Background: an optimization exercise with open tools, aiming at small area, a short achievable clock period and few clock cycles per item. Do not read the settings as production practice. Only simulation tests tie the RTL to the original design; equivalence was not proved. Power and IR drop assume default switching activity.

$ cat flow/design.v
module booth (
    input  wire        clk  ,
    input  wire        rst_n,
    input  wire [15:0] x    ,
    input  wire [15:0] y    ,
    input  wire        start,
    output wire [31:0] z    ,
    output wire        busy
);
assign busy = 1'b0;
wire one0_0, two0_0;
menc0 ue0_0 (.y2(y[1]), .y1(y[0]), .one(one0_0), .two(two0_0));
wire one1_0, two1_0;
menc ue1_0 (.y2(y[3]), .y1(y[2]), .y0(y[1]), .one(one1_0), .two(two1_0));
wire one2_0, two2_0;
menc ue2_0 (.y2(y[5]), .y1(y[4]), .y0(y[3]), .one(one2_0), .two(two2_0));
wire one3_0, two3_0;
menc ue3_0 (.y2(y[7]), .y1(y[6]), .y0(y[5]), .one(one3_0), .two(two3_0));
wire one4_0, two4_0;
menc ue4_0 (.y2(y[9]), .y1(y[8]), .y0(y[7]), .one(one4_0), .two(two4_0));
wire one5_0, two5_0;
menc ue5_0 (.y2(y[11]), .y1(y[10]), .y0(y[9]), .one(one5_0), .two(two5_0));
wire one6_0, two6_0;
menc ue6_0 (.y2(y[13]), .y1(y[12]), .y0(y[11]), .one(one6_0), .two(two6_0));
wire one7_0, two7_0;
menc ue7_0 (.y2(y[15]), .y1(y[14]), .y0(y[13]), .one(one7_0), .two(two7_0));
wire pp0_0;
mbs0 upp0_0 (.xj(x[0]), .one(one0_0), .neg(y[1]), .pp(pp0_0));
wire pp0_1;
mbs upp0_1 (.xj(x[1]), .xm(x[0]), .one(one0_0), .two(two0_0), .neg(y[1]), .pp(pp0_1));
wire pp0_2;
mbs upp0_2 (.xj(x[2]), .xm(x[1]), .one(one0_0), .two(two0_0), .neg(y[1]), .pp(pp0_2));
wire pp0_3;
mbs upp0_3 (.xj(x[3]), .xm(x[2]), .one(one0_0), .two(two0_0), .neg(y[1]), .pp(pp0_3));
wire pp0_4;
mbs upp0_4 (.xj(x[4]), .xm(x[3]), .one(one0_0), .two(two0_0), .neg(y[1]), .pp(pp0_4));
wire pp0_5;
mbs upp0_5 (.xj(x[5]), .xm(x[4]), .one(one0_0), .two(two0_0), .neg(y[1]), .pp(pp0_5));
wire pp0_6;
mbs upp0_6 (.xj(x[6]), .xm(x[5]), .one(one0_0), .two(two0_0), .neg(y[1]), .pp(pp0_6));
wire pp0_7;
mbs upp0_7 (.xj(x[7]), .xm(x[6]), .one(one0_0), .two(two0_0), .neg(y[1]), .pp(pp0_7));
wire pp0_8;
mbs upp0_8 (.xj(x[8]), .xm(x[7]), .one(one0_0), .two(two0_0), .neg(y[1]), .pp(pp0_8));
wire pp0_9;
mbs upp0_9 (.xj(x[9]), .xm(x[8]), .one(one0_0), .two(two0_0), .neg(y[1]), .pp(pp0_9));
wire pp0_10;
mbs upp0_10 (.xj(x[10]), .xm(x[9]), .one(one0_0), .two(two0_0), .neg(y[1]), .pp(pp0_10));
wire pp0_11;
mbs upp0_11 (.xj(x[11]), .xm(x[10]), .one(one0_0), .two(two0_0), .neg(y[1]), .pp(pp0_11));
wire pp0_12;
mbs upp0_12 (.xj(x[12]), .xm(x[11]), .one(one0_0), .two(two0_0), .neg(y[1]), .pp(pp0_12));
wire pp0_13;
mbs upp0_13 (.xj(x[13]), .xm(x[12]), .one(one0_0), .two(two0_0), .neg(y[1]), .pp(pp0_13));
wire pp0_14;
mbs upp0_14 (.xj(x[14]), .xm(x[13]), .one(one0_0), .two(two0_0), .neg(y[1]), .pp(pp0_14));
wire pp0_15;
mbs upp0_15 (.xj(x[15]), .xm(x[14]), .one(one0_0), .two(two0_0), .neg(y[1]), .pp(pp0_15));
wire pp0_16;
mbsn upp0_16 (.xj(x[15]), .xm(x[15]), .one(one0_0), .two(two0_0), .neg(y[1]), .pp(pp0_16));
wire s0n;
minv us0n (.a(pp0_16), .y(s0n));
wire pp1_0;
mbs0 upp1_0 (.xj(x[0]), .one(one1_0), .neg(y[3]), .pp(pp1_0));
wire pp1_1;
mbs upp1_1 (.xj(x[1]), .xm(x[0]), .one(one1_0), .two(two1_0), .neg(y[3]), .pp(pp1_1));
wire pp1_2;
mbs upp1_2 (.xj(x[2]), .xm(x[1]), .one(one1_0), .two(two1_0), .neg(y[3]), .pp(pp1_2));
wire pp1_3;
mbs upp1_3 (.xj(x[3]), .xm(x[2]), .one(one1_0), .two(two1_0), .neg(y[3]), .pp(pp1_3));
wire pp1_4;
mbs upp1_4 (.xj(x[4]), .xm(x[3]), .one(one1_0), .two(two1_0), .neg(y[3]), .pp(pp1_4));
wire pp1_5;
mbs upp1_5 (.xj(x[5]), .xm(x[4]), .one(one1_0), .two(two1_0), .neg(y[3]), .pp(pp1_5));
wire pp1_6;
mbs upp1_6 (.xj(x[6]), .xm(x[5]), .one(one1_0), .two(two1_0), .neg(y[3]), .pp(pp1_6));
wire pp1_7;
mbs upp1_7 (.xj(x[7]), .xm(x[6]), .one(one1_0), .two(two1_0), .neg(y[3]), .pp(pp1_7));
wire pp1_8;
mbs upp1_8 (.xj(x[8]), .xm(x[7]), .one(one1_0), .two(two1_0), .neg(y[3]), .pp(pp1_8));
wire pp1_9;
mbs upp1_9 (.xj(x[9]), .xm(x[8]), .one(one1_0), .two(two1_0), .neg(y[3]), .pp(pp1_9));
wire pp1_10;
mbs upp1_10 (.xj(x[10]), .xm(x[9]), .one(one1_0), .two(two1_0), .neg(y[3]), .pp(pp1_10));
wire pp1_11;
mbs upp1_11 (.xj(x[11]), .xm(x[10]), .one(one1_0), .two(two1_0), .neg(y[3]), .pp(pp1_11));
wire pp1_12;
mbs upp1_12 (.xj(x[12]), .xm(x[11]), .one(one1_0), .two(two1_0), .neg(y[3]), .pp(pp1_12));
wire pp1_13;
mbs upp1_13 (.xj(x[13]), .xm(x[12]), .one(one1_0), .two(two1_0), .neg(y[3]), .pp(pp1_13));
wire pp1_14;
mbs upp1_14 (.xj(x[14]), .xm(x[13]), .one(one1_0), .two(two1_0), .neg(y[3]), .pp(pp1_14));
wire pp1_15;
mbs upp1_15 (.xj(x[15]), .xm(x[14]), .one(one1_0), .two(two1_0), .neg(y[3]), .pp(pp1_15));
wire pp1_16;
mbsn upp1_16 (.xj(x[15]), .xm(x[15]), .one(one1_0), .two(two1_0), .neg(y[3]), .pp(pp1_16));
wire pp2_0;
mbs0 upp2_0 (.xj(x[0]), .one(one2_0), .neg(y[5]), .pp(pp2_0));
wire pp2_1;
mbs upp2_1 (.xj(x[1]), .xm(x[0]), .one(one2_0), .two(two2_0), .neg(y[5]), .pp(pp2_1));
wire pp2_2;
mbs upp2_2 (.xj(x[2]), .xm(x[1]), .one(one2_0), .two(two2_0), .neg(y[5]), .pp(pp2_2));
wire pp2_3;
mbs upp2_3 (.xj(x[3]), .xm(x[2]), .one(one2_0), .two(two2_0), .neg(y[5]), .pp(pp2_3));
wire pp2_4;
mbs upp2_4 (.xj(x[4]), .xm(x[3]), .one(one2_0), .two(two2_0), .neg(y[5]), .pp(pp2_4));
wire pp2_5;
mbs upp2_5 (.xj(x[5]), .xm(x[4]), .one(one2_0), .two(two2_0), .neg(y[5]), .pp(pp2_5));
wire pp2_6;
mbs upp2_6 (.xj(x[6]), .xm(x[5]), .one(one2_0), .two(two2_0), .neg(y[5]), .pp(pp2_6));
wire pp2_7;
mbs upp2_7 (.xj(x[7]), .xm(x[6]), .one(one2_0), .two(two2_0), .neg(y[5]), .pp(pp2_7));
wire pp2_8;
mbs upp2_8 (.xj(x[8]), .xm(x[7]), .one(one2_0), .two(two2_0), .neg(y[5]), .pp(pp2_8));
wire pp2_9;
mbs upp2_9 (.xj(x[9]), .xm(x[8]), .one(one2_0), .two(two2_0), .neg(y[5]), .pp(pp2_9));
wire pp2_10;
mbs upp2_10 (.xj(x[10]), .xm(x[9]), .one(one2_0), .two(two2_0), .neg(y[5]), .pp(pp2_10));
wire pp2_11;
mbs upp2_11 (.xj(x[11]), .xm(x[10]), .one(one2_0), .two(two2_0), .neg(y[5]), .pp(pp2_11));
wire pp2_12;
mbs upp2_12 (.xj(x[12]), .xm(x[11]), .one(one2_0), .two(two2_0), .neg(y[5]), .pp(pp2_12));
wire pp2_13;
mbs upp2_13 (.xj(x[13]), .xm(x[12]), .one(one2_0), .two(two2_0), .neg(y[5]), .pp(pp2_13));
wire pp2_14;
mbs upp2_14 (.xj(x[14]), .xm(x[13]), .one(one2_0), .two(two2_0), .neg(y[5]), .pp(pp2_14));
wire pp2_15;
mbs upp2_15 (.xj(x[15]), .xm(x[14]), .one(one2_0), .two(two2_0), .neg(y[5]), .pp(pp2_15));
wire pp2_16;
mbsn upp2_16 (.xj(x[15]), .xm(x[15]), .one(one2_0), .two(two2_0), .neg(y[5]), .pp(pp2_16));
wire pp3_0;
mbs0 upp3_0 (.xj(x[0]), .one(one3_0), .neg(y[7]), .pp(pp3_0));
wire pp3_1;
mbs upp3_1 (.xj(x[1]), .xm(x[0]), .one(one3_0), .two(two3_0), .neg(y[7]), .pp(pp3_1));
wire pp3_2;
mbs upp3_2 (.xj(x[2]), .xm(x[1]), .one(one3_0), .two(two3_0), .neg(y[7]), .pp(pp3_2));
wire pp3_3;
mbs upp3_3 (.xj(x[3]), .xm(x[2]), .one(one3_0), .two(two3_0), .neg(y[7]), .pp(pp3_3));
wire pp3_4;
mbs upp3_4 (.xj(x[4]), .xm(x[3]), .one(one3_0), .two(two3_0), .neg(y[7]), .pp(pp3_4));
wire pp3_5;
mbs upp3_5 (.xj(x[5]), .xm(x[4]), .one(one3_0), .two(two3_0), .neg(y[7]), .pp(pp3_5));
wire pp3_6;
mbs upp3_6 (.xj(x[6]), .xm(x[5]), .one(one3_0), .two(two3_0), .neg(y[7]), .pp(pp3_6));
wire pp3_7;
mbs upp3_7 (.xj(x[7]), .xm(x[6]), .one(one3_0), .two(two3_0), .neg(y[7]), .pp(pp3_7));
wire pp3_8;
mbs upp3_8 (.xj(x[8]), .xm(x[7]), .one(one3_0), .two(two3_0), .neg(y[7]), .pp(pp3_8));
wire pp3_9;
mbs upp3_9 (.xj(x[9]), .xm(x[8]), .one(one3_0), .two(two3_0), .neg(y[7]), .pp(pp3_9));
wire pp3_10;
mbs upp3_10 (.xj(x[10]), .xm(x[9]), .one(one3_0), .two(two3_0), .neg(y[7]), .pp(pp3_10));
wire pp3_11;
mbs upp3_11 (.xj(x[11]), .xm(x[10]), .one(one3_0), .two(two3_0), .neg(y[7]), .pp(pp3_11));
wire pp3_12;
mbs upp3_12 (.xj(x[12]), .xm(x[11]), .one(one3_0), .two(two3_0), .neg(y[7]), .pp(pp3_12));
wire pp3_13;
mbs upp3_13 (.xj(x[13]), .xm(x[12]), .one(one3_0), .two(two3_0), .neg(y[7]), .pp(pp3_13));
wire pp3_14;
mbs upp3_14 (.xj(x[14]), .xm(x[13]), .one(one3_0), .two(two3_0), .neg(y[7]), .pp(pp3_14));
wire pp3_15;
mbs upp3_15 (.xj(x[15]), .xm(x[14]), .one(one3_0), .two(two3_0), .neg(y[7]), .pp(pp3_15));
wire pp3_16;
mbsn upp3_16 (.xj(x[15]), .xm(x[15]), .one(one3_0), .two(two3_0), .neg(y[7]), .pp(pp3_16));
wire pp4_0;
mbs0 upp4_0 (.xj(x[0]), .one(one4_0), .neg(y[9]), .pp(pp4_0));
wire pp4_1;
mbs upp4_1 (.xj(x[1]), .xm(x[0]), .one(one4_0), .two(two4_0), .neg(y[9]), .pp(pp4_1));
wire pp4_2;
mbs upp4_2 (.xj(x[2]), .xm(x[1]), .one(one4_0), .two(two4_0), .neg(y[9]), .pp(pp4_2));
wire pp4_3;
mbs upp4_3 (.xj(x[3]), .xm(x[2]), .one(one4_0), .two(two4_0), .neg(y[9]), .pp(pp4_3));
wire pp4_4;
mbs upp4_4 (.xj(x[4]), .xm(x[3]), .one(one4_0), .two(two4_0), .neg(y[9]), .pp(pp4_4));
wire pp4_5;
mbs upp4_5 (.xj(x[5]), .xm(x[4]), .one(one4_0), .two(two4_0), .neg(y[9]), .pp(pp4_5));
wire pp4_6;
mbs upp4_6 (.xj(x[6]), .xm(x[5]), .one(one4_0), .two(two4_0), .neg(y[9]), .pp(pp4_6));
wire pp4_7;
mbs upp4_7 (.xj(x[7]), .xm(x[6]), .one(one4_0), .two(two4_0), .neg(y[9]), .pp(pp4_7));
wire pp4_8;
mbs upp4_8 (.xj(x[8]), .xm(x[7]), .one(one4_0), .two(two4_0), .neg(y[9]), .pp(pp4_8));
wire pp4_9;
mbs upp4_9 (.xj(x[9]), .xm(x[8]), .one(one4_0), .two(two4_0), .neg(y[9]), .pp(pp4_9));
wire pp4_10;
mbs upp4_10 (.xj(x[10]), .xm(x[9]), .one(one4_0), .two(two4_0), .neg(y[9]), .pp(pp4_10));
wire pp4_11;
mbs upp4_11 (.xj(x[11]), .xm(x[10]), .one(one4_0), .two(two4_0), .neg(y[9]), .pp(pp4_11));
wire pp4_12;
mbs upp4_12 (.xj(x[12]), .xm(x[11]), .one(one4_0), .two(two4_0), .neg(y[9]), .pp(pp4_12));
wire pp4_13;
mbs upp4_13 (.xj(x[13]), .xm(x[12]), .one(one4_0), .two(two4_0), .neg(y[9]), .pp(pp4_13));
wire pp4_14;
mbs upp4_14 (.xj(x[14]), .xm(x[13]), .one(one4_0), .two(two4_0), .neg(y[9]), .pp(pp4_14));
wire pp4_15;
mbs upp4_15 (.xj(x[15]), .xm(x[14]), .one(one4_0), .two(two4_0), .neg(y[9]), .pp(pp4_15));
wire pp4_16;
mbsn upp4_16 (.xj(x[15]), .xm(x[15]), .one(one4_0), .two(two4_0), .neg(y[9]), .pp(pp4_16));
wire pp5_0;
mbs0 upp5_0 (.xj(x[0]), .one(one5_0), .neg(y[11]), .pp(pp5_0));
wire pp5_1;
mbs upp5_1 (.xj(x[1]), .xm(x[0]), .one(one5_0), .two(two5_0), .neg(y[11]), .pp(pp5_1));
wire pp5_2;
mbs upp5_2 (.xj(x[2]), .xm(x[1]), .one(one5_0), .two(two5_0), .neg(y[11]), .pp(pp5_2));
wire pp5_3;
mbs upp5_3 (.xj(x[3]), .xm(x[2]), .one(one5_0), .two(two5_0), .neg(y[11]), .pp(pp5_3));
wire pp5_4;
mbs upp5_4 (.xj(x[4]), .xm(x[3]), .one(one5_0), .two(two5_0), .neg(y[11]), .pp(pp5_4));
wire pp5_5;
mbs upp5_5 (.xj(x[5]), .xm(x[4]), .one(one5_0), .two(two5_0), .neg(y[11]), .pp(pp5_5));
wire pp5_6;
mbs upp5_6 (.xj(x[6]), .xm(x[5]), .one(one5_0), .two(two5_0), .neg(y[11]), .pp(pp5_6));
wire pp5_7;
mbs upp5_7 (.xj(x[7]), .xm(x[6]), .one(one5_0), .two(two5_0), .neg(y[11]), .pp(pp5_7));
wire pp5_8;
mbs upp5_8 (.xj(x[8]), .xm(x[7]), .one(one5_0), .two(two5_0), .neg(y[11]), .pp(pp5_8));
wire pp5_9;
mbs upp5_9 (.xj(x[9]), .xm(x[8]), .one(one5_0), .two(two5_0), .neg(y[11]), .pp(pp5_9));
wire pp5_10;
mbs upp5_10 (.xj(x[10]), .xm(x[9]), .one(one5_0), .two(two5_0), .neg(y[11]), .pp(pp5_10));
wire pp5_11;
mbs upp5_11 (.xj(x[11]), .xm(x[10]), .one(one5_0), .two(two5_0), .neg(y[11]), .pp(pp5_11));
wire pp5_12;
mbs upp5_12 (.xj(x[12]), .xm(x[11]), .one(one5_0), .two(two5_0), .neg(y[11]), .pp(pp5_12));
wire pp5_13;
mbs upp5_13 (.xj(x[13]), .xm(x[12]), .one(one5_0), .two(two5_0), .neg(y[11]), .pp(pp5_13));
wire pp5_14;
mbs upp5_14 (.xj(x[14]), .xm(x[13]), .one(one5_0), .two(two5_0), .neg(y[11]), .pp(pp5_14));
wire pp5_15;
mbs upp5_15 (.xj(x[15]), .xm(x[14]), .one(one5_0), .two(two5_0), .neg(y[11]), .pp(pp5_15));
wire pp5_16;
mbsn upp5_16 (.xj(x[15]), .xm(x[15]), .one(one5_0), .two(two5_0), .neg(y[11]), .pp(pp5_16));
wire pp6_0;
mbs0 upp6_0 (.xj(x[0]), .one(one6_0), .neg(y[13]), .pp(pp6_0));
wire pp6_1;
mbs upp6_1 (.xj(x[1]), .xm(x[0]), .one(one6_0), .two(two6_0), .neg(y[13]), .pp(pp6_1));
wire pp6_2;
mbs upp6_2 (.xj(x[2]), .xm(x[1]), .one(one6_0), .two(two6_0), .neg(y[13]), .pp(pp6_2));
wire pp6_3;
mbs upp6_3 (.xj(x[3]), .xm(x[2]), .one(one6_0), .two(two6_0), .neg(y[13]), .pp(pp6_3));
wire pp6_4;
mbs upp6_4 (.xj(x[4]), .xm(x[3]), .one(one6_0), .two(two6_0), .neg(y[13]), .pp(pp6_4));
wire pp6_5;
mbs upp6_5 (.xj(x[5]), .xm(x[4]), .one(one6_0), .two(two6_0), .neg(y[13]), .pp(pp6_5));
wire pp6_6;
mbs upp6_6 (.xj(x[6]), .xm(x[5]), .one(one6_0), .two(two6_0), .neg(y[13]), .pp(pp6_6));
wire pp6_7;
mbs upp6_7 (.xj(x[7]), .xm(x[6]), .one(one6_0), .two(two6_0), .neg(y[13]), .pp(pp6_7));
wire pp6_8;
mbs upp6_8 (.xj(x[8]), .xm(x[7]), .one(one6_0), .two(two6_0), .neg(y[13]), .pp(pp6_8));
wire pp6_9;
mbs upp6_9 (.xj(x[9]), .xm(x[8]), .one(one6_0), .two(two6_0), .neg(y[13]), .pp(pp6_9));
wire pp6_10;
mbs upp6_10 (.xj(x[10]), .xm(x[9]), .one(one6_0), .two(two6_0), .neg(y[13]), .pp(pp6_10));
wire pp6_11;
mbs upp6_11 (.xj(x[11]), .xm(x[10]), .one(one6_0), .two(two6_0), .neg(y[13]), .pp(pp6_11));
wire pp6_12;
mbs upp6_12 (.xj(x[12]), .xm(x[11]), .one(one6_0), .two(two6_0), .neg(y[13]), .pp(pp6_12));
wire pp6_13;
mbs upp6_13 (.xj(x[13]), .xm(x[12]), .one(one6_0), .two(two6_0), .neg(y[13]), .pp(pp6_13));
wire pp6_14;
mbs upp6_14 (.xj(x[14]), .xm(x[13]), .one(one6_0), .two(two6_0), .neg(y[13]), .pp(pp6_14));
wire pp6_15;
mbs upp6_15 (.xj(x[15]), .xm(x[14]), .one(one6_0), .two(two6_0), .neg(y[13]), .pp(pp6_15));
wire pp6_16;
mbsn upp6_16 (.xj(x[15]), .xm(x[15]), .one(one6_0), .two(two6_0), .neg(y[13]), .pp(pp6_16));
wire pp7_0;
mbs0 upp7_0 (.xj(x[0]), .one(one7_0), .neg(y[15]), .pp(pp7_0));
wire pp7_1;
mbs upp7_1 (.xj(x[1]), .xm(x[0]), .one(one7_0), .two(two7_0), .neg(y[15]), .pp(pp7_1));
wire pp7_2;
mbs upp7_2 (.xj(x[2]), .xm(x[1]), .one(one7_0), .two(two7_0), .neg(y[15]), .pp(pp7_2));
wire pp7_3;
mbs upp7_3 (.xj(x[3]), .xm(x[2]), .one(one7_0), .two(two7_0), .neg(y[15]), .pp(pp7_3));
wire pp7_4;
mbs upp7_4 (.xj(x[4]), .xm(x[3]), .one(one7_0), .two(two7_0), .neg(y[15]), .pp(pp7_4));
wire pp7_5;
mbs upp7_5 (.xj(x[5]), .xm(x[4]), .one(one7_0), .two(two7_0), .neg(y[15]), .pp(pp7_5));
wire pp7_6;
mbs upp7_6 (.xj(x[6]), .xm(x[5]), .one(one7_0), .two(two7_0), .neg(y[15]), .pp(pp7_6));
wire pp7_7;
mbs upp7_7 (.xj(x[7]), .xm(x[6]), .one(one7_0), .two(two7_0), .neg(y[15]), .pp(pp7_7));
wire pp7_8;
mbs upp7_8 (.xj(x[8]), .xm(x[7]), .one(one7_0), .two(two7_0), .neg(y[15]), .pp(pp7_8));
wire pp7_9;
mbs upp7_9 (.xj(x[9]), .xm(x[8]), .one(one7_0), .two(two7_0), .neg(y[15]), .pp(pp7_9));
wire pp7_10;
mbs upp7_10 (.xj(x[10]), .xm(x[9]), .one(one7_0), .two(two7_0), .neg(y[15]), .pp(pp7_10));
wire pp7_11;
mbs upp7_11 (.xj(x[11]), .xm(x[10]), .one(one7_0), .two(two7_0), .neg(y[15]), .pp(pp7_11));
wire pp7_12;
mbs upp7_12 (.xj(x[12]), .xm(x[11]), .one(one7_0), .two(two7_0), .neg(y[15]), .pp(pp7_12));
wire pp7_13;
mbs upp7_13 (.xj(x[13]), .xm(x[12]), .one(one7_0), .two(two7_0), .neg(y[15]), .pp(pp7_13));
wire pp7_14;
mbs upp7_14 (.xj(x[14]), .xm(x[13]), .one(one7_0), .two(two7_0), .neg(y[15]), .pp(pp7_14));
wire pp7_15;
mbs upp7_15 (.xj(x[15]), .xm(x[14]), .one(one7_0), .two(two7_0), .neg(y[15]), .pp(pp7_15));
wire pp7_16;
mbsn upp7_16 (.xj(x[15]), .xm(x[15]), .one(one7_0), .two(two7_0), .neg(y[15]), .pp(pp7_16));
wire s1, c2;
mha us1 (.a(y[3]), .b(pp0_2), .s(s1), .co(c2));
wire s3, c4;
mha us3 (.a(pp0_3), .b(pp1_1), .s(s3), .co(c4));
wire s5, c6;
mfa us5 (.a(y[5]), .b(pp0_4), .c(pp1_2), .s(s5), .co(c6));
wire s7, c8;
mha us7 (.a(pp2_0), .b(c4), .s(s7), .co(c8));
wire s9, c10;
mfa us9 (.a(pp0_5), .b(pp1_3), .c(pp2_1), .s(s9), .co(c10));
wire s11, c12;
mha us11 (.a(c6), .b(c8), .s(s11), .co(c12));
wire s13, c14;
mfa us13 (.a(y[7]), .b(pp0_6), .c(pp1_4), .s(s13), .co(c14));
wire s15, c16;
mfa us15 (.a(pp2_2), .b(pp3_0), .c(c10), .s(s15), .co(c16));
wire s17, c18;
mha us17 (.a(s13), .b(c12), .s(s17), .co(c18));
wire s19, c20;
mfa us19 (.a(pp0_7), .b(pp1_5), .c(pp2_3), .s(s19), .co(c20));
wire s21, c22;
mfa us21 (.a(pp3_1), .b(c14), .c(s19), .s(s21), .co(c22));
wire s23, c24;
mha us23 (.a(c16), .b(c18), .s(s23), .co(c24));
wire s25, c26;
mfa us25 (.a(y[9]), .b(pp0_8), .c(pp1_6), .s(s25), .co(c26));
wire s27, c28;
mfa us27 (.a(pp2_4), .b(pp3_2), .c(pp4_0), .s(s27), .co(c28));
wire s29, c30;
mfa us29 (.a(c20), .b(s25), .c(s27), .s(s29), .co(c30));
wire s31, c32;
mha us31 (.a(c22), .b(s29), .s(s31), .co(c32));
wire s33, c34;
mfa us33 (.a(pp0_9), .b(pp1_7), .c(pp2_5), .s(s33), .co(c34));
wire s35, c36;
mfa us35 (.a(pp3_3), .b(pp4_1), .c(c26), .s(s35), .co(c36));
wire s37, c38;
mfa us37 (.a(c28), .b(s33), .c(s35), .s(s37), .co(c38));
wire s39, c40;
mha us39 (.a(c30), .b(c32), .s(s39), .co(c40));
wire s41, c42;
mfa us41 (.a(y[11]), .b(pp0_10), .c(pp1_8), .s(s41), .co(c42));
wire s43, c44;
mfa us43 (.a(pp2_6), .b(pp3_4), .c(pp4_2), .s(s43), .co(c44));
wire s45, c46;
mfa us45 (.a(pp5_0), .b(c34), .c(s41), .s(s45), .co(c46));
wire s47, c48;
mfa us47 (.a(s43), .b(c36), .c(s45), .s(s47), .co(c48));
wire s49, c50;
mha us49 (.a(c38), .b(c40), .s(s49), .co(c50));
wire s51, c52;
mfa us51 (.a(pp0_11), .b(pp1_9), .c(pp2_7), .s(s51), .co(c52));
wire s53, c54;
mfa us53 (.a(pp3_5), .b(pp4_3), .c(pp5_1), .s(s53), .co(c54));
wire s55, c56;
mfa us55 (.a(c42), .b(c44), .c(s51), .s(s55), .co(c56));
wire s57, c58;
mfa us57 (.a(s53), .b(c46), .c(s55), .s(s57), .co(c58));
wire s59, c60;
mha us59 (.a(c48), .b(s57), .s(s59), .co(c60));
wire s61, c62;
mfa us61 (.a(y[13]), .b(pp0_12), .c(pp1_10), .s(s61), .co(c62));
wire s63, c64;
mfa us63 (.a(pp2_8), .b(pp3_6), .c(pp4_4), .s(s63), .co(c64));
wire s65, c66;
mfa us65 (.a(pp5_2), .b(pp6_0), .c(c52), .s(s65), .co(c66));
wire s67, c68;
mfa us67 (.a(c54), .b(s61), .c(s63), .s(s67), .co(c68));
wire s69, c70;
mfa us69 (.a(s65), .b(c56), .c(s67), .s(s69), .co(c70));
wire s71, c72;
mha us71 (.a(c58), .b(s69), .s(s71), .co(c72));
wire s73, c74;
mfa us73 (.a(pp0_13), .b(pp1_11), .c(pp2_9), .s(s73), .co(c74));
wire s75, c76;
mfa us75 (.a(pp3_7), .b(pp4_5), .c(pp5_3), .s(s75), .co(c76));
wire s77, c78;
mfa us77 (.a(pp6_1), .b(c62), .c(c64), .s(s77), .co(c78));
wire s79, c80;
mfa us79 (.a(s73), .b(s75), .c(c66), .s(s79), .co(c80));
wire s81, c82;
mfa us81 (.a(s77), .b(c68), .c(s79), .s(s81), .co(c82));
wire s83, c84;
mha us83 (.a(c70), .b(c72), .s(s83), .co(c84));
wire s85, c86;
mfa us85 (.a(y[15]), .b(pp0_14), .c(pp1_12), .s(s85), .co(c86));
wire s87, c88;
mfa us87 (.a(pp2_10), .b(pp3_8), .c(pp4_6), .s(s87), .co(c88));
wire s89, c90;
mfa us89 (.a(pp5_4), .b(pp6_2), .c(pp7_0), .s(s89), .co(c90));
wire s91, c92;
mfa us91 (.a(c74), .b(c76), .c(s85), .s(s91), .co(c92));
wire s93, c94;
mfa us93 (.a(s87), .b(s89), .c(c78), .s(s93), .co(c94));
wire s95, c96;
mfa us95 (.a(s91), .b(c80), .c(s93), .s(s95), .co(c96));
wire s97, c98;
mha us97 (.a(c82), .b(s95), .s(s97), .co(c98));
wire s99, c100;
mfa us99 (.a(pp0_15), .b(pp1_13), .c(pp2_11), .s(s99), .co(c100));
wire s101, c102;
mfa us101 (.a(pp3_9), .b(pp4_7), .c(pp5_5), .s(s101), .co(c102));
wire s103, c104;
mfa us103 (.a(pp6_3), .b(pp7_1), .c(c86), .s(s103), .co(c104));
wire s105, c106;
mfa us105 (.a(c88), .b(c90), .c(s99), .s(s105), .co(c106));
wire s107, c108;
mfa us107 (.a(s101), .b(s103), .c(c92), .s(s107), .co(c108));
wire s109, c110;
mfa us109 (.a(s105), .b(c94), .c(s107), .s(s109), .co(c110));
wire s111, c112;
mha us111 (.a(c96), .b(s109), .s(s111), .co(c112));
wire s113, c114;
mfa us113 (.a(s0n), .b(pp1_14), .c(pp2_12), .s(s113), .co(c114));
wire s115, c116;
mfa us115 (.a(pp3_10), .b(pp4_8), .c(pp5_6), .s(s115), .co(c116));
wire s117, c118;
mfa us117 (.a(pp6_4), .b(pp7_2), .c(c100), .s(s117), .co(c118));
wire s119, c120;
mfa us119 (.a(c102), .b(s113), .c(s115), .s(s119), .co(c120));
wire s121, c122;
mfa us121 (.a(c104), .b(s117), .c(c106), .s(s121), .co(c122));
wire s123, c124;
mfa us123 (.a(s119), .b(c108), .c(s121), .s(s123), .co(c124));
wire s125, c126;
mha us125 (.a(c110), .b(s123), .s(s125), .co(c126));
wire s127, c128;
mfa us127 (.a(s0n), .b(pp1_15), .c(pp2_13), .s(s127), .co(c128));
wire s129, c130;
mfa us129 (.a(pp3_11), .b(pp4_9), .c(pp5_7), .s(s129), .co(c130));
wire s131, c132;
mfa us131 (.a(pp6_5), .b(pp7_3), .c(c114), .s(s131), .co(c132));
wire s133, c134;
mfa us133 (.a(c116), .b(s127), .c(s129), .s(s133), .co(c134));
wire s135, c136;
mfa us135 (.a(c118), .b(s131), .c(c120), .s(s135), .co(c136));
wire s137, c138;
mfa us137 (.a(s133), .b(c122), .c(s135), .s(s137), .co(c138));
wire s139, c140;
mha us139 (.a(c124), .b(s137), .s(s139), .co(c140));
wire s141, c142;
mfa us141 (.a(pp0_16), .b(pp1_16), .c(pp2_14), .s(s141), .co(c142));
wire s143, c144;
mfa us143 (.a(pp3_12), .b(pp4_10), .c(pp5_8), .s(s143), .co(c144));
wire s145, c146;
mfa us145 (.a(pp6_6), .b(pp7_4), .c(c128), .s(s145), .co(c146));
wire s147, c148;
mfa us147 (.a(c130), .b(s141), .c(s143), .s(s147), .co(c148));
wire s149, c150;
mfa us149 (.a(c132), .b(s145), .c(c134), .s(s149), .co(c150));
wire s151, c152;
mfa us151 (.a(s147), .b(c136), .c(s149), .s(s151), .co(c152));
wire s153, c154;
mha us153 (.a(c138), .b(s151), .s(s153), .co(c154));
wire s155;
minv us155 (.a(pp2_15), .y(s155));
wire s156, c157;
mfa us156 (.a(pp3_13), .b(pp4_11), .c(pp5_9), .s(s156), .co(c157));
wire s158, c159;
mfa us158 (.a(pp6_7), .b(pp7_5), .c(s155), .s(s158), .co(c159));
wire s160, c161;
mfa us160 (.a(c142), .b(c144), .c(s156), .s(s160), .co(c161));
wire s162, c163;
mfa us162 (.a(s158), .b(c146), .c(c148), .s(s162), .co(c163));
wire s164, c165;
mfa us164 (.a(s160), .b(c150), .c(s162), .s(s164), .co(c165));
wire s166, c167;
mha us166 (.a(c152), .b(s164), .s(s166), .co(c167));
wire s168, c169;
mfa us168 (.a(pp2_16), .b(pp3_14), .c(pp4_12), .s(s168), .co(c169));
wire s170, c171;
mfa us170 (.a(pp5_10), .b(pp6_8), .c(pp7_6), .s(s170), .co(c171));
wire s172, c173;
mfa us172 (.a(pp2_15), .b(c157), .c(s168), .s(s172), .co(c173));
wire s174, c175;
mfa us174 (.a(s170), .b(c159), .c(c161), .s(s174), .co(c175));
wire s176, c177;
mfa us176 (.a(s172), .b(c163), .c(s174), .s(s176), .co(c177));
wire s178, c179;
mha us178 (.a(c165), .b(s176), .s(s178), .co(c179));
wire s180;
minv us180 (.a(pp3_15), .y(s180));
wire s181, c182;
mfa us181 (.a(pp4_13), .b(pp5_11), .c(pp6_9), .s(s181), .co(c182));
wire s183, c184;
mfa us183 (.a(pp7_7), .b(s180), .c(c169), .s(s183), .co(c184));
wire s185, c186;
mfa us185 (.a(c171), .b(s181), .c(s183), .s(s185), .co(c186));
wire s187, c188;
mfa us187 (.a(c173), .b(c175), .c(s185), .s(s187), .co(c188));
wire s189, c190;
mha us189 (.a(c177), .b(s187), .s(s189), .co(c190));
wire s191, c192;
mfa us191 (.a(pp3_16), .b(pp4_14), .c(pp5_12), .s(s191), .co(c192));
wire s193, c194;
mfa us193 (.a(pp6_10), .b(pp7_8), .c(pp3_15), .s(s193), .co(c194));
wire s195, c196;
mfa us195 (.a(c182), .b(s191), .c(s193), .s(s195), .co(c196));
wire s197, c198;
mfa us197 (.a(c184), .b(s195), .c(c186), .s(s197), .co(c198));
wire s199, c200;
mha us199 (.a(c188), .b(s197), .s(s199), .co(c200));
wire s201;
minv us201 (.a(pp4_15), .y(s201));
wire s202, c203;
mfa us202 (.a(pp5_13), .b(pp6_11), .c(pp7_9), .s(s202), .co(c203));
wire s204, c205;
mfa us204 (.a(s201), .b(c192), .c(c194), .s(s204), .co(c205));
wire s206, c207;
mfa us206 (.a(s202), .b(s204), .c(c196), .s(s206), .co(c207));
wire s208, c209;
mha us208 (.a(s206), .b(c198), .s(s208), .co(c209));
wire s210, c211;
mfa us210 (.a(pp4_16), .b(pp5_14), .c(pp6_12), .s(s210), .co(c211));
wire s212, c213;
mfa us212 (.a(pp7_10), .b(pp4_15), .c(c203), .s(s212), .co(c213));
wire s214, c215;
mfa us214 (.a(s210), .b(c205), .c(s212), .s(s214), .co(c215));
wire s216, c217;
mha us216 (.a(c207), .b(s214), .s(s216), .co(c217));
wire s218;
minv us218 (.a(pp5_15), .y(s218));
wire s219, c220;
mfa us219 (.a(pp6_13), .b(pp7_11), .c(s218), .s(s219), .co(c220));
wire s221, c222;
mfa us221 (.a(c211), .b(s219), .c(c213), .s(s221), .co(c222));
wire s223, c224;
mha us223 (.a(c215), .b(s221), .s(s223), .co(c224));
wire s225, c226;
mfa us225 (.a(pp5_16), .b(pp6_14), .c(pp7_12), .s(s225), .co(c226));
wire s227, c228;
mfa us227 (.a(pp5_15), .b(s225), .c(c220), .s(s227), .co(c228));
wire s229, c230;
mha us229 (.a(s227), .b(c222), .s(s229), .co(c230));
wire s231;
minv us231 (.a(pp6_15), .y(s231));
wire s232, c233;
mfa us232 (.a(pp7_13), .b(s231), .c(c226), .s(s232), .co(c233));
wire s234, c235;
mha us234 (.a(s232), .b(c228), .s(s234), .co(c235));
wire s236, c237;
mfa us236 (.a(pp6_16), .b(pp7_14), .c(pp6_15), .s(s236), .co(c237));
wire s238, c239;
mha us238 (.a(s236), .b(c233), .s(s238), .co(c239));
wire s240;
minv us240 (.a(pp7_15), .y(s240));
wire s241, c242;
mha us241 (.a(s240), .b(c237), .s(s241), .co(c242));
wire s243, c244;
mha us243 (.a(pp7_16), .b(pp7_15), .s(s243), .co(c244));
wire s245;
minv us245 (.a(c244), .y(s245));
wire lp246, lg247;
mha ulp246 (.a(pp0_0), .b(y[1]), .s(lp246), .co(lg247));
wire lp248, lg249;
mha ulp248 (.a(pp1_0), .b(s1), .s(lp248), .co(lg249));
wire lp250, lg251;
mha ulp250 (.a(c2), .b(s3), .s(lp250), .co(lg251));
wire lp252, lg253;
mha ulp252 (.a(s5), .b(s7), .s(lp252), .co(lg253));
wire lp254, lg255;
mha ulp254 (.a(s9), .b(s11), .s(lp254), .co(lg255));
wire lp256, lg257;
mha ulp256 (.a(s15), .b(s17), .s(lp256), .co(lg257));
wire lp258, lg259;
mha ulp258 (.a(s21), .b(s23), .s(lp258), .co(lg259));
wire lp260, lg261;
mha ulp260 (.a(c24), .b(s31), .s(lp260), .co(lg261));
wire lp262, lg263;
mha ulp262 (.a(s37), .b(s39), .s(lp262), .co(lg263));
wire lq264;
mand ulq264 (.a(lp248), .b(pp0_1), .y(lq264));
wire lg265;
mao ulg265 (.g1(lg253), .p1(lp252), .g0(lg251), .g(lg265));
wire lq266;
mand ulq266 (.a(lp252), .b(lp250), .y(lq266));
wire lg267;
mao ulg267 (.g1(lg257), .p1(lp256), .g0(lg255), .g(lg267));
wire lq268;
mand ulq268 (.a(lp256), .b(lp254), .y(lq268));
wire lg269;
mao ulg269 (.g1(lg261), .p1(lp260), .g0(lg259), .g(lg269));
wire lq270;
mand ulq270 (.a(lp260), .b(lp258), .y(lq270));
wire lg271;
mao ulg271 (.g1(lg249), .p1(lq264), .g0(lg247), .g(lg271));
wire lg272;
mao ulg272 (.g1(lg267), .p1(lq268), .g0(lg265), .g(lg272));
wire lq273;
mand ulq273 (.a(lq268), .b(lq266), .y(lq273));
wire lg274;
mao ulg274 (.g1(lg272), .p1(lq273), .g0(lg271), .g(lg274));
wire lg275;
mao ulg275 (.g1(lg265), .p1(lq266), .g0(lg271), .g(lg275));
wire lg276;
mao ulg276 (.g1(lg269), .p1(lq270), .g0(lg274), .g(lg276));
wire la277;
mand ula277 (.a(pp0_1), .b(lg247), .y(la277));
wire lg278;
mao ulg278 (.g1(lg251), .p1(lp250), .g0(lg271), .g(lg278));
wire lg279;
mao ulg279 (.g1(lg255), .p1(lp254), .g0(lg275), .g(lg279));
wire lg280;
mao ulg280 (.g1(lg259), .p1(lp258), .g0(lg274), .g(lg280));
wire lg281;
mao ulg281 (.g1(lg263), .p1(lp262), .g0(lg276), .g(lg281));
wire ls282;
mxor uls282 (.a(pp0_1), .b(lg247), .y(ls282));
wire ls283;
mxor uls283 (.a(lp248), .b(la277), .y(ls283));
wire ls284;
mxor uls284 (.a(lp250), .b(lg271), .y(ls284));
wire ls285;
mxor uls285 (.a(lp252), .b(lg278), .y(ls285));
wire ls286;
mxor uls286 (.a(lp254), .b(lg275), .y(ls286));
wire ls287;
mxor uls287 (.a(lp256), .b(lg279), .y(ls287));
wire ls288;
mxor uls288 (.a(lp258), .b(lg274), .y(ls288));
wire ls289;
mxor uls289 (.a(lp260), .b(lg280), .y(ls289));
wire ls290;
mxor uls290 (.a(lp262), .b(lg276), .y(ls290));
reg [10:0] qlo;
reg [21:0] qa;
reg [20:0] qb;
wire hp291, hg292;
mha uhp291 (.a(qa[0]), .b(qb[0]), .s(hp291), .co(hg292));
wire hp293, hg294;
mha uhp293 (.a(qa[1]), .b(qb[1]), .s(hp293), .co(hg294));
wire hp295, hg296;
mha uhp295 (.a(qa[2]), .b(qb[2]), .s(hp295), .co(hg296));
wire hp297, hg298;
mha uhp297 (.a(qa[3]), .b(qb[3]), .s(hp297), .co(hg298));
wire hp299, hg300;
mha uhp299 (.a(qa[4]), .b(qb[4]), .s(hp299), .co(hg300));
wire hp301, hg302;
mha uhp301 (.a(qa[5]), .b(qb[5]), .s(hp301), .co(hg302));
wire hp303, hg304;
mha uhp303 (.a(qa[6]), .b(qb[6]), .s(hp303), .co(hg304));
wire hp305, hg306;
mha uhp305 (.a(qa[7]), .b(qb[7]), .s(hp305), .co(hg306));
wire hp307, hg308;
mha uhp307 (.a(qa[8]), .b(qb[8]), .s(hp307), .co(hg308));
wire hp309, hg310;
mha uhp309 (.a(qa[9]), .b(qb[9]), .s(hp309), .co(hg310));
wire hp311, hg312;
mha uhp311 (.a(qa[10]), .b(qb[10]), .s(hp311), .co(hg312));
wire hp313, hg314;
mha uhp313 (.a(qa[11]), .b(qb[11]), .s(hp313), .co(hg314));
wire hp315, hg316;
mha uhp315 (.a(qa[12]), .b(qb[12]), .s(hp315), .co(hg316));
wire hp317, hg318;
mha uhp317 (.a(qa[13]), .b(qb[13]), .s(hp317), .co(hg318));
wire hp319, hg320;
mha uhp319 (.a(qa[14]), .b(qb[14]), .s(hp319), .co(hg320));
wire hp321, hg322;
mha uhp321 (.a(qa[15]), .b(qb[15]), .s(hp321), .co(hg322));
wire hp323, hg324;
mha uhp323 (.a(qa[16]), .b(qb[16]), .s(hp323), .co(hg324));
wire hp325, hg326;
mha uhp325 (.a(qa[17]), .b(qb[17]), .s(hp325), .co(hg326));
wire hp327, hg328;
mha uhp327 (.a(qa[18]), .b(qb[18]), .s(hp327), .co(hg328));
wire hp329, hg330;
mha uhp329 (.a(qa[19]), .b(qb[19]), .s(hp329), .co(hg330));
wire hp331, hg332;
mha uhp331 (.a(qa[20]), .b(qb[20]), .s(hp331), .co(hg332));
wire hg333;
mao uhg333 (.g1(hg292), .p1(hp291), .g0(qlo[10]), .g(hg333));
wire hg334;
mao uhg334 (.g1(hg296), .p1(hp295), .g0(hg294), .g(hg334));
wire hq335;
mand uhq335 (.a(hp295), .b(hp293), .y(hq335));
wire hg336;
mao uhg336 (.g1(hg300), .p1(hp299), .g0(hg298), .g(hg336));
wire hq337;
mand uhq337 (.a(hp299), .b(hp297), .y(hq337));
wire hg338;
mao uhg338 (.g1(hg304), .p1(hp303), .g0(hg302), .g(hg338));
wire hq339;
mand uhq339 (.a(hp303), .b(hp301), .y(hq339));
wire hg340;
mao uhg340 (.g1(hg308), .p1(hp307), .g0(hg306), .g(hg340));
wire hq341;
mand uhq341 (.a(hp307), .b(hp305), .y(hq341));
wire hg342;
mao uhg342 (.g1(hg312), .p1(hp311), .g0(hg310), .g(hg342));
wire hq343;
mand uhq343 (.a(hp311), .b(hp309), .y(hq343));
wire hg344;
mao uhg344 (.g1(hg316), .p1(hp315), .g0(hg314), .g(hg344));
wire hq345;
mand uhq345 (.a(hp315), .b(hp313), .y(hq345));
wire hg346;
mao uhg346 (.g1(hg320), .p1(hp319), .g0(hg318), .g(hg346));
wire hq347;
mand uhq347 (.a(hp319), .b(hp317), .y(hq347));
wire hg348;
mao uhg348 (.g1(hg324), .p1(hp323), .g0(hg322), .g(hg348));
wire hq349;
mand uhq349 (.a(hp323), .b(hp321), .y(hq349));
wire hg350;
mao uhg350 (.g1(hg328), .p1(hp327), .g0(hg326), .g(hg350));
wire hq351;
mand uhq351 (.a(hp327), .b(hp325), .y(hq351));
wire hg352;
mao uhg352 (.g1(hg332), .p1(hp331), .g0(hg330), .g(hg352));
wire hq353;
mand uhq353 (.a(hp331), .b(hp329), .y(hq353));
wire hg354;
mao uhg354 (.g1(hg334), .p1(hq335), .g0(hg333), .g(hg354));
wire hg355;
mao uhg355 (.g1(hg338), .p1(hq339), .g0(hg336), .g(hg355));
wire hq356;
mand uhq356 (.a(hq339), .b(hq337), .y(hq356));
wire hg357;
mao uhg357 (.g1(hg342), .p1(hq343), .g0(hg340), .g(hg357));
wire hq358;
mand uhq358 (.a(hq343), .b(hq341), .y(hq358));
wire hg359;
mao uhg359 (.g1(hg346), .p1(hq347), .g0(hg344), .g(hg359));
wire hq360;
mand uhq360 (.a(hq347), .b(hq345), .y(hq360));
wire hg361;
mao uhg361 (.g1(hg350), .p1(hq351), .g0(hg348), .g(hg361));
wire hq362;
mand uhq362 (.a(hq351), .b(hq349), .y(hq362));
wire hg363;
mao uhg363 (.g1(hg355), .p1(hq356), .g0(hg354), .g(hg363));
wire hg364;
mao uhg364 (.g1(hg359), .p1(hq360), .g0(hg357), .g(hg364));
wire hq365;
mand uhq365 (.a(hq360), .b(hq358), .y(hq365));
wire hg366;
mao uhg366 (.g1(hg364), .p1(hq365), .g0(hg363), .g(hg366));
wire hg367;
mao uhg367 (.g1(hg357), .p1(hq358), .g0(hg363), .g(hg367));
wire hg368;
mao uhg368 (.g1(hg361), .p1(hq362), .g0(hg366), .g(hg368));
wire hg369;
mao uhg369 (.g1(hg336), .p1(hq337), .g0(hg354), .g(hg369));
wire hg370;
mao uhg370 (.g1(hg340), .p1(hq341), .g0(hg363), .g(hg370));
wire hg371;
mao uhg371 (.g1(hg344), .p1(hq345), .g0(hg367), .g(hg371));
wire hg372;
mao uhg372 (.g1(hg348), .p1(hq349), .g0(hg366), .g(hg372));
wire hg373;
mao uhg373 (.g1(hg352), .p1(hq353), .g0(hg368), .g(hg373));
wire hg374;
mao uhg374 (.g1(hg294), .p1(hp293), .g0(hg333), .g(hg374));
wire hg375;
mao uhg375 (.g1(hg298), .p1(hp297), .g0(hg354), .g(hg375));
wire hg376;
mao uhg376 (.g1(hg302), .p1(hp301), .g0(hg369), .g(hg376));
wire hg377;
mao uhg377 (.g1(hg306), .p1(hp305), .g0(hg363), .g(hg377));
wire hg378;
mao uhg378 (.g1(hg310), .p1(hp309), .g0(hg370), .g(hg378));
wire hg379;
mao uhg379 (.g1(hg314), .p1(hp313), .g0(hg367), .g(hg379));
wire hg380;
mao uhg380 (.g1(hg318), .p1(hp317), .g0(hg371), .g(hg380));
wire hg381;
mao uhg381 (.g1(hg322), .p1(hp321), .g0(hg366), .g(hg381));
wire hg382;
mao uhg382 (.g1(hg326), .p1(hp325), .g0(hg372), .g(hg382));
wire hg383;
mao uhg383 (.g1(hg330), .p1(hp329), .g0(hg368), .g(hg383));
wire ha384;
mand uha384 (.a(qa[21]), .b(hg373), .y(ha384));
wire hs385;
mxor uhs385 (.a(hp291), .b(qlo[10]), .y(hs385));
wire hs386;
mxor uhs386 (.a(hp293), .b(hg333), .y(hs386));
wire hs387;
mxor uhs387 (.a(hp295), .b(hg374), .y(hs387));
wire hs388;
mxor uhs388 (.a(hp297), .b(hg354), .y(hs388));
wire hs389;
mxor uhs389 (.a(hp299), .b(hg375), .y(hs389));
wire hs390;
mxor uhs390 (.a(hp301), .b(hg369), .y(hs390));
wire hs391;
mxor uhs391 (.a(hp303), .b(hg376), .y(hs391));
wire hs392;
mxor uhs392 (.a(hp305), .b(hg363), .y(hs392));
wire hs393;
mxor uhs393 (.a(hp307), .b(hg377), .y(hs393));
wire hs394;
mxor uhs394 (.a(hp309), .b(hg370), .y(hs394));
wire hs395;
mxor uhs395 (.a(hp311), .b(hg378), .y(hs395));
wire hs396;
mxor uhs396 (.a(hp313), .b(hg367), .y(hs396));
wire hs397;
mxor uhs397 (.a(hp315), .b(hg379), .y(hs397));
wire hs398;
mxor uhs398 (.a(hp317), .b(hg371), .y(hs398));
wire hs399;
mxor uhs399 (.a(hp319), .b(hg380), .y(hs399));
wire hs400;
mxor uhs400 (.a(hp321), .b(hg366), .y(hs400));
wire hs401;
mxor uhs401 (.a(hp323), .b(hg381), .y(hs401));
wire hs402;
mxor uhs402 (.a(hp325), .b(hg372), .y(hs402));
wire hs403;
mxor uhs403 (.a(hp327), .b(hg382), .y(hs403));
wire hs404;
mxor uhs404 (.a(hp329), .b(hg368), .y(hs404));
wire hs405;
mxor uhs405 (.a(hp331), .b(hg383), .y(hs405));
wire hs406;
mxor uhs406 (.a(qa[21]), .b(hg373), .y(hs406));
assign z = {hs406, hs405, hs404, hs403, hs402, hs401, hs400, hs399, hs398, hs397, hs396, hs395, hs394, hs393, hs392, hs391, hs390, hs389, hs388, hs387, hs386, hs385, qlo[9], qlo[8], qlo[7], qlo[6], qlo[5], qlo[4], qlo[3], qlo[2], qlo[1], qlo[0]};
always @(posedge clk)
    if (start) begin
        qlo <= {lg281, ls290, ls289, ls288, ls287, ls286, ls285, ls284, ls283, ls282, lp246};
        qa <= {s245, c242, c239, c235, c230, c224, c217, c209, c200, c190, c179, c167, c154, c140, c126, c112, c98, c84, s81, c60, c50, s47};
        qb <= {s243, s241, s238, s234, s229, s223, s216, s208, s199, s189, s178, s166, s153, s139, s125, s111, s97, s83, s71, s59, s49};
    end
endmodule
module menc (input wire y2, input wire y1, input wire y0, output wire one, output wire two);
assign one = y1 ^ y0;
assign two = (y2 & ~y1 & ~y0) | (~y2 & y1 & y0);
endmodule
module menc0 (input wire y2, input wire y1, output wire one, output wire two);
assign one = y1;
assign two = y2 & ~y1;
endmodule
module mbs (input wire xj, input wire xm, input wire one, input wire two, input wire neg, output wire pp);
assign pp = ((one & xj) | (two & xm)) ^ neg;
endmodule
module mbs0 (input wire xj, input wire one, input wire neg, output wire pp);
assign pp = (one & xj) ^ neg;
endmodule
module mbsn (input wire xj, input wire xm, input wire one, input wire two, input wire neg, output wire pp);
assign pp = ~(((one & xj) | (two & xm)) ^ neg);
endmodule
module mfa (input wire a, input wire b, input wire c, output wire s, output wire co);
assign s  = a ^ b ^ c;
assign co = (a & b) | (a & c) | (b & c);
endmodule
module mha (input wire a, input wire b, output wire s, output wire co);
assign s  = a ^ b;
assign co = a & b;
endmodule
module minv (input wire a, output wire y);
assign y = ~a;
endmodule
module mand (input wire a, input wire b, output wire y);
assign y = a & b;
endmodule
module mxor (input wire a, input wire b, output wire y);
assign y = a ^ b;
endmodule
module mao (input wire g1, input wire p1, input wire g0, output wire g);
assign g = g1 | (p1 & g0);
endmodule
$ cat flow/flow/run.sh
#!/bin/bash
set -euo pipefail
export BUFFER_PORTS_ARGS="-buffer_cell sky130_fd_sc_hd__buf_2"
export PRE_FLOORPLAN_TCL="$PWD/flow/downsize.tcl"
bash standard.sh > standard.log 2>&1
$ cat flow/flow/downsize.tcl
# Start the layout from the smallest drive strength of each combinational
# cell that synthesis picked; timing repair later sizes up what it needs.
set db [ord::get_db]
set block [ord::get_db_block]
set n 0
foreach inst [$block getInsts] {
  set m [[$inst getMaster] getName]
  if {![regexp {^(sky130_fd_sc_hd__([a-z0-9]+))_([0-9]+)$} $m -> base short drive]} { continue }
  if {[regexp {^(s?e?df|dl|conb|tap|fill|decap|clk)} $short]} { continue }
  foreach d {0 1 2} {
    if {$d >= $drive} { break }
    set cand ${base}_$d
    set cm [$db findMaster $cand]
    if {$cm eq "NULL" || $cm eq ""} { continue }
    replace_cell [$inst getName] $cand
    incr n
    break
  }
}
puts "downsize.tcl: resized $n instances"
$ cat flow/standard.sh
#!/bin/bash
# synth_recipe.tcl (not shown) runs the flow's synth.tcl, then flattens the netlist and writes it again
# the make line also repeats each setting of config.mk as NAME=value (left out here)
make -C /OpenROAD-flow-scripts/flow DESIGN_CONFIG=/design/flow/config.mk WORK_HOME=/design/flow/orfs CLKGATE_MAP_FILE= SYNTH_SCRIPT=/design/flow/synth_recipe.tcl "${@:-finish}"
$ cat flow/config.mk
export PLATFORM = sky130hd
export DESIGN_NAME = booth
export DESIGN_NICKNAME = booth
export VERILOG_FILES = /design/flow/design.v
export SDC_FILE = /design/flow/constraint.sdc
export NUM_CORES = 4
export LEC_CHECK = 0
export CAP_MARGIN = 20
export CORE_MARGIN = 2
export CORE_UTILIZATION = 40
export SLEW_MARGIN = 20
export SYNTH_HIERARCHICAL = 1
export SYNTH_MINIMUM_KEEP_SIZE = 0
$ cat flow/constraint.sdc
create_clock -name core_clock -period 4.0 [get_ports {clk}]
set_input_delay 0.8000 -clock core_clock [delete_from_list [all_inputs] [get_ports {clk}]]
set_output_delay 0.8000 -clock core_clock [all_outputs]
set_load 0.01 [all_outputs]
==> results of run 1 <==
==> layout make-up <==
type	count	area (um^2)	area share [%]
Multi-Input combinational cell	551	5770	65.7
Sequential cell	54	1620	18.5
Timing Repair Buffer	131	937	10.7
Tap cell	229	287	3.26
Clock buffer	6	129	1.47
Inverter	8	30.0	0.342
Clock inverter	1	7.51	0.0855
==> per-layer routing <==
layer | share of wire, % | vias up | GRT usage, %
met5 | 0 | - | 0
met4 | 1.1 | 0 | 4.63
met3 | 5.8 | 13 | 2.50
met2 | 50 | 190 | 33.0
met1 | 43 | 2721 | 26.6
li1 | - | 2539 | -
==> layout by cell type (no fill, tap or decap) <==
cell type and count:
conb_1 1, buf_4 56, clkbuf_1 1, xor2_2 7
inv_1 8, o22ai_1 1, and2_0 21, nand2b_1 7
nor2b_4 1, edfxtp_1 54, a21o_1 48, buf_12 9
xnor2_1 128, buf_6 1, o22ai_2 6, a22oi_1 128
clkbuf_16 5, nand2_1 15, clkinvlp_4 1, buf_2 65
fa_1 90, ha_1 59, xor2_1 39
==> final timing paths <==
| check | from | end | slack [ns] | cells past startpoint |
|---|---|---|---|---|
| worst max-delay path | y[9] | qb[7] | 0.14 | 10 |
| worst min-delay path | start | qlo[0] | 1.03 | 1 |
==> sequential cells by signal, summed over array words and instances, names as in the netlist <==
register,flops
qa,22
qb,21
qlo,11
==> power by group <==
group	total (mW)	internal, mW	switching, mW
Combinational	4.57	2.18	2.40
Clock	0.438	0.230	0.208
Sequential	1.28	1.20	0.0768
Total	6.29	3.61	2.68
==> stage by stage <==
stage / worst slack, ns / TNS (ns)
3_3_place_gp: -0.203 / -1.98
6_report: 0.139 / 0
5_1_grt: 0.00110 / 0
4_1_cts: 0.0895 / 0
2_1_floorplan: 0.00875 / 0
3_5_place_dp: -0.228 / -2.64
==> impl_results.md, run 1 <==
* Longest Clk Path Bufs at 2
* Maxcap violations at 0
* Post-Syn Instances at 647
* Antenna violations before repair at 0
* Leak at 3.64 nW
* Setup violations, final at 0
* Final Cycle Share at 96.5%
* Worst hold slack at 1.03 ns
* Syn_nets at 831
* CORE AREA at 18,100 um^2
* Crit path DAT at 3.91 ns
* CP Class: input pin to register
* RD Place Congestion at 0.888
* Largest net degree at the start of global routing at 31
* Tot Pwr at 6.29 mW
* H-Tree Depth at 2
* Worst vdd rail ir drop at 0.000358 V
* Cell family with most CP delay: adder cells
* Final nets at 935
* Global-route wire length before repair at 30,300 um
* Total GRT Usage at 19.4%
* Avg WL per Cell at 18.9 um
* Crit path cell chain: buf_2 -> xor2_2 -> buf_4 -> a22oi_1 -> xnor2_1 -> fa_1 -> fa_1 -> fa_1 -> fa_1 -> ha_1
* Post-route ant nets at 0
* Synth warnings at 7
* Max frequency at 0.259 GHz
* Port Buffers at 65
* Die X at 140 um
* Hold Vio Cnt, Final at 0
* Vias at 5,463
* Design area at 8780 um^2
* CP max FO at 7
* Placed instance area at 8630 um^2
* DR pass1 iterations at 6
* Outcome: complete, no violations
* Initial core utilization at 41.1%
* WP data required at 4.05 ns
* Worst path slowest cell: fa_1
* WP buf/inv at 2
* Post-Layout Cell Count at 980
* Worst Hold Class: input pin to register
* DP HPWL at 14,400 um
* CTS tree: yes
* Clock tree root buffer cell: clkbuf_16
* Clk sink count at 54
* Hold Buf Count CTS at 0
* ANT cells at 0
* CTS resizes at 0
* Full die area at 19,700 um^2
* CTS Buf Count at 5
* Setup bufs post-CTS at 0
* Wirelength, routed at 18,500 um
* Vias in the first global route at 5,722
* Worst slew margin at 59.6%
* Aggregate global routing overflow at 0
* CP Capture Type: register
* Worst slew pin tran at 0.605 ns
* I/O pin cnt at 68
* Die height at 140 um
* # rows at 49
* Max-slew violation count at 0
* CP peak stage delay at 0.51 ns
* Most used cell, CP: fa_1
* Layout filler cell count at 1,672
* RSZ-0062 raised after global routing: false
* CP startpoint kind: input pin
* Fin crit period at 3.86 ns
* Avg Vias per Cell at 5.57
* Share of cells above drive strength 1 at 20.1%
* Fin util at 48.4%
* DRC at 0
* Power Dens Cells at 717 nW/um^2
* Placed Cells at 973
* CTS clk-pin slew, worst paths at 0.08 ns
* Initial DRC count at 385
Testbench counts, summed over its fixed seeds: cycles 3,200, items 3,200.
==> inputs of run 2 (changes only) <==
--- a/flow/config.mk
+++ b/flow/config.mk
@@ -10,2 +10,3 @@
 export CORE_UTILIZATION = 40
+export GPL_ROUTABILITY_DRIVEN = 0
 export SLEW_MARGIN = 20
==> run 2 against run 1 <==
Effect of this change:
- synthesized cell count unchanged
- via count decreased by 0.31%
- first-iteration DRC count decreased by 14%
- critical path type unchanged
- setup slack got worse by 0.042 ns
- still clean
- core utilization decreased by 0.20 points
- routed wire length decreased by 0.80%
- largest power group unchanged
==> impl_results.md, run 2 <==
* I/O pin cnt at 68 (unchanged)
* Reg area at 1620 um^2 (unchanged)
* Worst Hold Class: input pin to register
* Hold Vio Cnt, Final at 0 (unchanged)
* CTS Buf Count at 5 (unchanged)
* Vias in the first global route at 5,782 (+1.0%)
* Final Cycle Share at 97.6% (+1.1 points)
* Avg Vias per Cell at 5.59 (+0.20%)
* ANT cells at 0 (unchanged)
* CP Class: input pin to register
* Initial DRC count at 330 (-14%)
* Worst Hold Depth at 1 (unchanged)
* WP data required at 4.06 ns (about the same)
* RSZ-0062 raised after global routing: false
* Final nets at 929 (-0.64%)
* Worst path slowest cell: fa_1
* Setup violations, final at 0 (unchanged)
* Antenna violations before repair at 0 (unchanged)
* Leak at 3.62 nW (-0.61%)
* Post-route ant nets at 0 (unchanged)
* Max frequency at 0.256 GHz (-1.1%)
* Post-Syn Instances at 647 (unchanged)
* Clock tree root buffer cell: clkbuf_16
* DR pass1 iterations at 5 (-1)
* CTS clk-pin slew, worst paths at 0.08 ns (about the same)
* Die X at 140 um (unchanged)
* Multi-input gate area at 5760 um^2 (about the same)
* Synth warnings at 7 (unchanged)
* Worst slew pin tran at 0.587 ns (-0.0187 ns)
* Initial core utilization at 41.1% (unchanged)
* Outcome: complete, no violations
* Reg with most FFs: qa
* Share of cells above drive strength 1 at 19.6% (-0.54 points)
* Worst slew margin at 60.9% (+1.2 points)
* Fin util at 48.2% (-0.20 points)
* CP startpoint kind: input pin
* Aggregate global routing overflow at 0 (unchanged)
* CP max FO at 15 (+8)
* Max FFs per register at 22 (unchanged)
* Total GRT Usage at 19.2% (-0.26 points)
* Setup bufs post-CTS at 0 (unchanged)
* Layout filler cell count at 1,653 (-1.1%)
* Crit path DAT at 3.96 ns (+0.05 ns)
* Top flop regs: qa (22), qb (21), qlo (11)
* Max-slew violation count at 0 (unchanged)
* Clk sink count at 54 (unchanged)
* DP HPWL at 14,200 um (-0.91%)
* Crit path cell chain: buf_2 -> buf_4 -> xor2_1 -> inv_1 -> fa_1 -> fa_1 -> fa_1 -> fa_1 -> ha_1
* Fin crit period at 3.90 ns (+0.0424 ns)
* Most frequent cells in the layout: xnor2_1 (128), a22oi_1 (128), fa_1 (89)
* H-Tree Depth at 2 (unchanged)
* Global-route wire length before repair at 30,100 um (-0.82%)
* Hold EP: qlo[1]
* Avg WL per Cell at 18.8 um (-0.29%)
* DRC at 0 (unchanged)
* CP Capture Type: register
* Die height at 140 um (unchanged)
* Syn_nets at 831 (unchanged)
* Maxcap violations at 0 (unchanged)
* Worst hold slack at 1.01 ns (-0.0224 ns)
* WP buf/inv at 3 (+1)
* CTS tree: yes
* Wirelength, routed at 18,300 um (-0.80%)
* CORE AREA at 18,100 um^2 (unchanged)
* Port Buffers at 65 (unchanged)
* Power Dens Cells at 730 nW/um^2 (+1.9%)
* Most used cell, CP: fa_1
* Worst vdd rail ir drop at 0.000442 V (+24%)
* Cell family with most CP delay: adder cells
* # rows at 49 (unchanged)
* Longest Clk Path Bufs at 2 (unchanged)
* Tot Pwr at 6.38 mW (+1.4%)
* Vias at 5,446 (-0.31%)
* Worst hold start: start
* Full die area at 19,700 um^2 (unchanged)
* CP peak stage delay at 0.55 ns (+0.04 ns)
* Largest net degree at the start of global routing at 31 (unchanged)
-- run 2: final cells by class --
class	instances	share of cell area, %
clock buffer	6	1.47
clock inverter	2	0.429
inverter	8	0.343
multi-input combinational	551	65.9
sequential	54	18.5
tap	229	3.28
timing repair buffer	125	10.0
-- run 2: where the power goes --
group	internal, mW	leakage (nW)	switching, mW
Sequential	1.20	0.526	0.0749
Combinational	2.18	3.02	2.40
Clock	0.297	0.0771	0.224
-- run 2: worst max-delay path by stage --
| stage | to | slack [ns] | from | depth (start not counted) |
|---|---|---|---|---|
| after floorplan | qb[7] | 0.009 | y[2] | 9 |
| after global placement | qb[8] | -0.15 | y[1] | 10 |
| after detailed placement | qb[6] | -0.22 | y[4] | 11 |
| after CTS | qb[6] | 0.10 | y[4] | 11 |
| after global routing | qlo[10] | 0.03 | y[1] | 14 |
| final | qb[7] | 0.1 | y[1] | 9 |
-- run 2: repair_timing --
action | CTS | global route
gates resized for setup | 0 | 1
setup endpoints to repair | 0 | 1
hold buffers | 0 | 0
-- run 2: stage by stage --
stage / area (um^2) / std cells / setup WS [ns] / TNS (ns)
floorplan: 7540 / 647 / 0.00875 / 0
global placement: 8570 / 967 / -0.152 / -1.29
detailed placement: 8570 / 967 / -0.219 / -2.14
CTS: 8740 / 975 / 0.101 / 0
global route: 8740 / 975 / 0.0251 / 0
finish: 8740 / 975 / 0.0963 / 0
-- run 2: routing by layer --
metal  GRT usage (%)  part of all wire (%)  wire length (um)
met1            25.8                    45              8230
met2            32.7                    49              9040
met3            2.80                   4.4               800
met4            5.00                   1.4               251
met5               0                     0                 0
==> inputs of run 3 (changes only) <==
--- a/flow/config.mk
+++ b/flow/config.mk
@@ -8,5 +8,6 @@
 export CAP_MARGIN = 20
+export CELL_PAD_IN_SITES_DETAIL_PLACEMENT = 0
+export CELL_PAD_IN_SITES_GLOBAL_PLACEMENT = 0
 export CORE_MARGIN = 2
 export CORE_UTILIZATION = 40
-export GPL_ROUTABILITY_DRIVEN = 0
 export SLEW_MARGIN = 20
==> run 3 against run 2 <==
Effect of this change:
- still clean on timing, DRC and antenna
- synthesized cell count did not move
- die area did not move
- final cell count rose by 0.51%
- sequential power barely moved
- sequential share of layout area fell by 0.077 points
- global-route usage rose by 0.26 points
- critical endpoint unchanged
==> impl_results.md, run 3 <==
* Outcome: complete, no violations
* Crit path DAT at 3.91 ns (-0.05 ns)
* Hold Buf Count CTS at 0 (unchanged)
* CP peak stage delay at 0.51 ns (-0.04 ns)
* Max-slew violation count at 0 (unchanged)
* CTS clk-pin slew, worst paths at 0.08 ns (about the same)
* Post-route ant nets at 0 (unchanged)
* CORE AREA at 18,100 um^2 (unchanged)
* Aggregate global routing overflow at 0 (unchanged)
* Fin util at 48.4% (+0.20 points)
* Worst path slowest cell: fa_1
* RSZ-0062 raised after global routing: false
* Most frequent cells in the layout: xnor2_1 (128), a22oi_1 (128), fa_1 (90)
* DRC at 0 (unchanged)
* Longest Clk Path Bufs at 2 (unchanged)
* CP startpoint kind: input pin
* I/O pin cnt at 68 (unchanged)
* Placed instance area at 8630 um^2 (+0.67%)
* Most used cell, CP: fa_1
* Full die area at 19,700 um^2 (unchanged)
* Final Cycle Share at 96.5% (-1.1 points)
* Largest net degree at the start of global routing at 31 (unchanged)
* CP Capture Type: register
* CP startpoint: y[9]
* CTS tree: yes
* Setup violations, final at 0 (unchanged)
* Syn_nets at 831 (unchanged)
* Post-Layout Cell Count at 980 (+0.51%)
* Power Dens Cells at 717 nW/um^2 (-1.8%)
* Top flop regs: qa (22), qb (21), qlo (11)
* Vias in the first global route at 5,722 (-1.0%)
* H-Tree Depth at 2 (unchanged)
* Tot Pwr at 6.29 mW (-1.4%)
* Share of cells above drive strength 1 at 20.1% (+0.54 points)
* Total GRT Usage at 19.4% (+0.26 points)
* Reg with most FFs: qa
* Max FFs per register at 22 (unchanged)
* Clock tree root buffer cell: clkbuf_16
* Cell family with most CP delay: adder cells
* CTS resizes at 0 (unchanged)
* # rows at 49 (unchanged)
* Global-route wire length before repair at 30,300 um (+0.82%)
* Port Buffers at 65 (unchanged)
* ANT cells at 0 (unchanged)
* Final nets at 935 (+0.65%)
* CTS Buf Count at 5 (unchanged)
* Fin crit period at 3.86 ns (-0.0424 ns)
* WP buf/inv at 2 (-1)
* Clk sink count at 54 (unchanged)
* Worst hold start: start
* Synth warnings at 7 (unchanged)
* Die X at 140 um (unchanged)
* DR pass1 iterations at 6 (+1)
* Vias at 5,463 (+0.31%)
* Placed Cells at 973 (+0.62%)
* DP HPWL at 14,400 um (+0.91%)
* Initial DRC count at 385 (+17%)
* Design area at 8780 um^2 (+0.41%)
* CP max FO at 7 (-8)
* RD Place Congestion at 0.888
* Worst slew pin tran at 0.605 ns (+0.0187 ns)
* Avg WL per Cell at 18.9 um (+0.29%)
* Avg Vias per Cell at 5.57 (-0.20%)
* Setup bufs post-CTS at 0 (unchanged)
* Die height at 140 um (unchanged)
* Leak at 3.64 nW (+0.61%)
* CP Class: input pin to register
* Worst vdd rail ir drop at 0.000358 V (-19%)
* Maxcap violations at 0 (unchanged)
* WP data required at 4.05 ns (about the same)
* Max frequency at 0.259 GHz (+1.1%)
* Worst slew margin at 59.6% (-1.2 points)
* Initial core utilization at 41.1% (unchanged)
* Worst Hold Class: input pin to register
* Crit path cell chain: buf_2 -> xor2_2 -> buf_4 -> a22oi_1 -> xnor2_1 -> fa_1 -> fa_1 -> fa_1 -> fa_1 -> ha_1
* Hold Vio Cnt, Final at 0 (unchanged)
* Post-Syn Instances at 647 (unchanged)
* Antenna violations before repair at 0 (unchanged)
* Worst hold slack at 1.03 ns (+0.0224 ns)
* Wirelength, routed at 18,500 um (+0.81%)
-- run 3: where the power goes --
part,internal [mW],switching (mW),leakage (nW)
Sequential,1.20,0.0768,0.526
Combinational,2.18,2.40,3.05
Clock,0.230,0.208,0.0629
Total,3.61,2.68,3.64
-- run 3: layout make-up --
cell class / count / area [um^2]
Multi-Input combinational cell: 551 / 5770
Sequential cell: 54 / 1620
Clock inverter: 1 / 7.51
Clock buffer: 6 / 129
Inverter: 8 / 30.0
Tap cell: 229 / 287
Timing Repair Buffer: 131 / 937
Fill cell: 1672 / 9370
-- run 3: worst paths after layout --
path / depth (start not counted) / slack (ns) / end
worst max-delay path: 10 / 0.14 / qb[7]
worst min-delay path: 1 / 1.03 / qlo[0]
-- run 3: stage by stage --
step	setup slack, ns	setup TNS, ns
final	0.139	0
after global routing	0.00110	0
after CTS	0.0895	0
after detailed placement	-0.228	-2.64
after global placement	-0.203	-1.98
after floorplan	0.00875	0
-- run 3: routing by layer --
| metal | wire [um] | track usage, % | share of wire [%] | up-vias |
|---|---|---|---|---|
| met3 | 1070 | 2.50 | 5.8 | 13 |
| met2 | 9170 | 33.0 | 50 | 190 |
| met1 | 8030 | 26.6 | 43 | 2721 |
| li1 | - | - | - | 2539 |
| met5 | 0 | 0 | 0 | - |
| met4 | 199 | 4.63 | 1.1 | 0 |
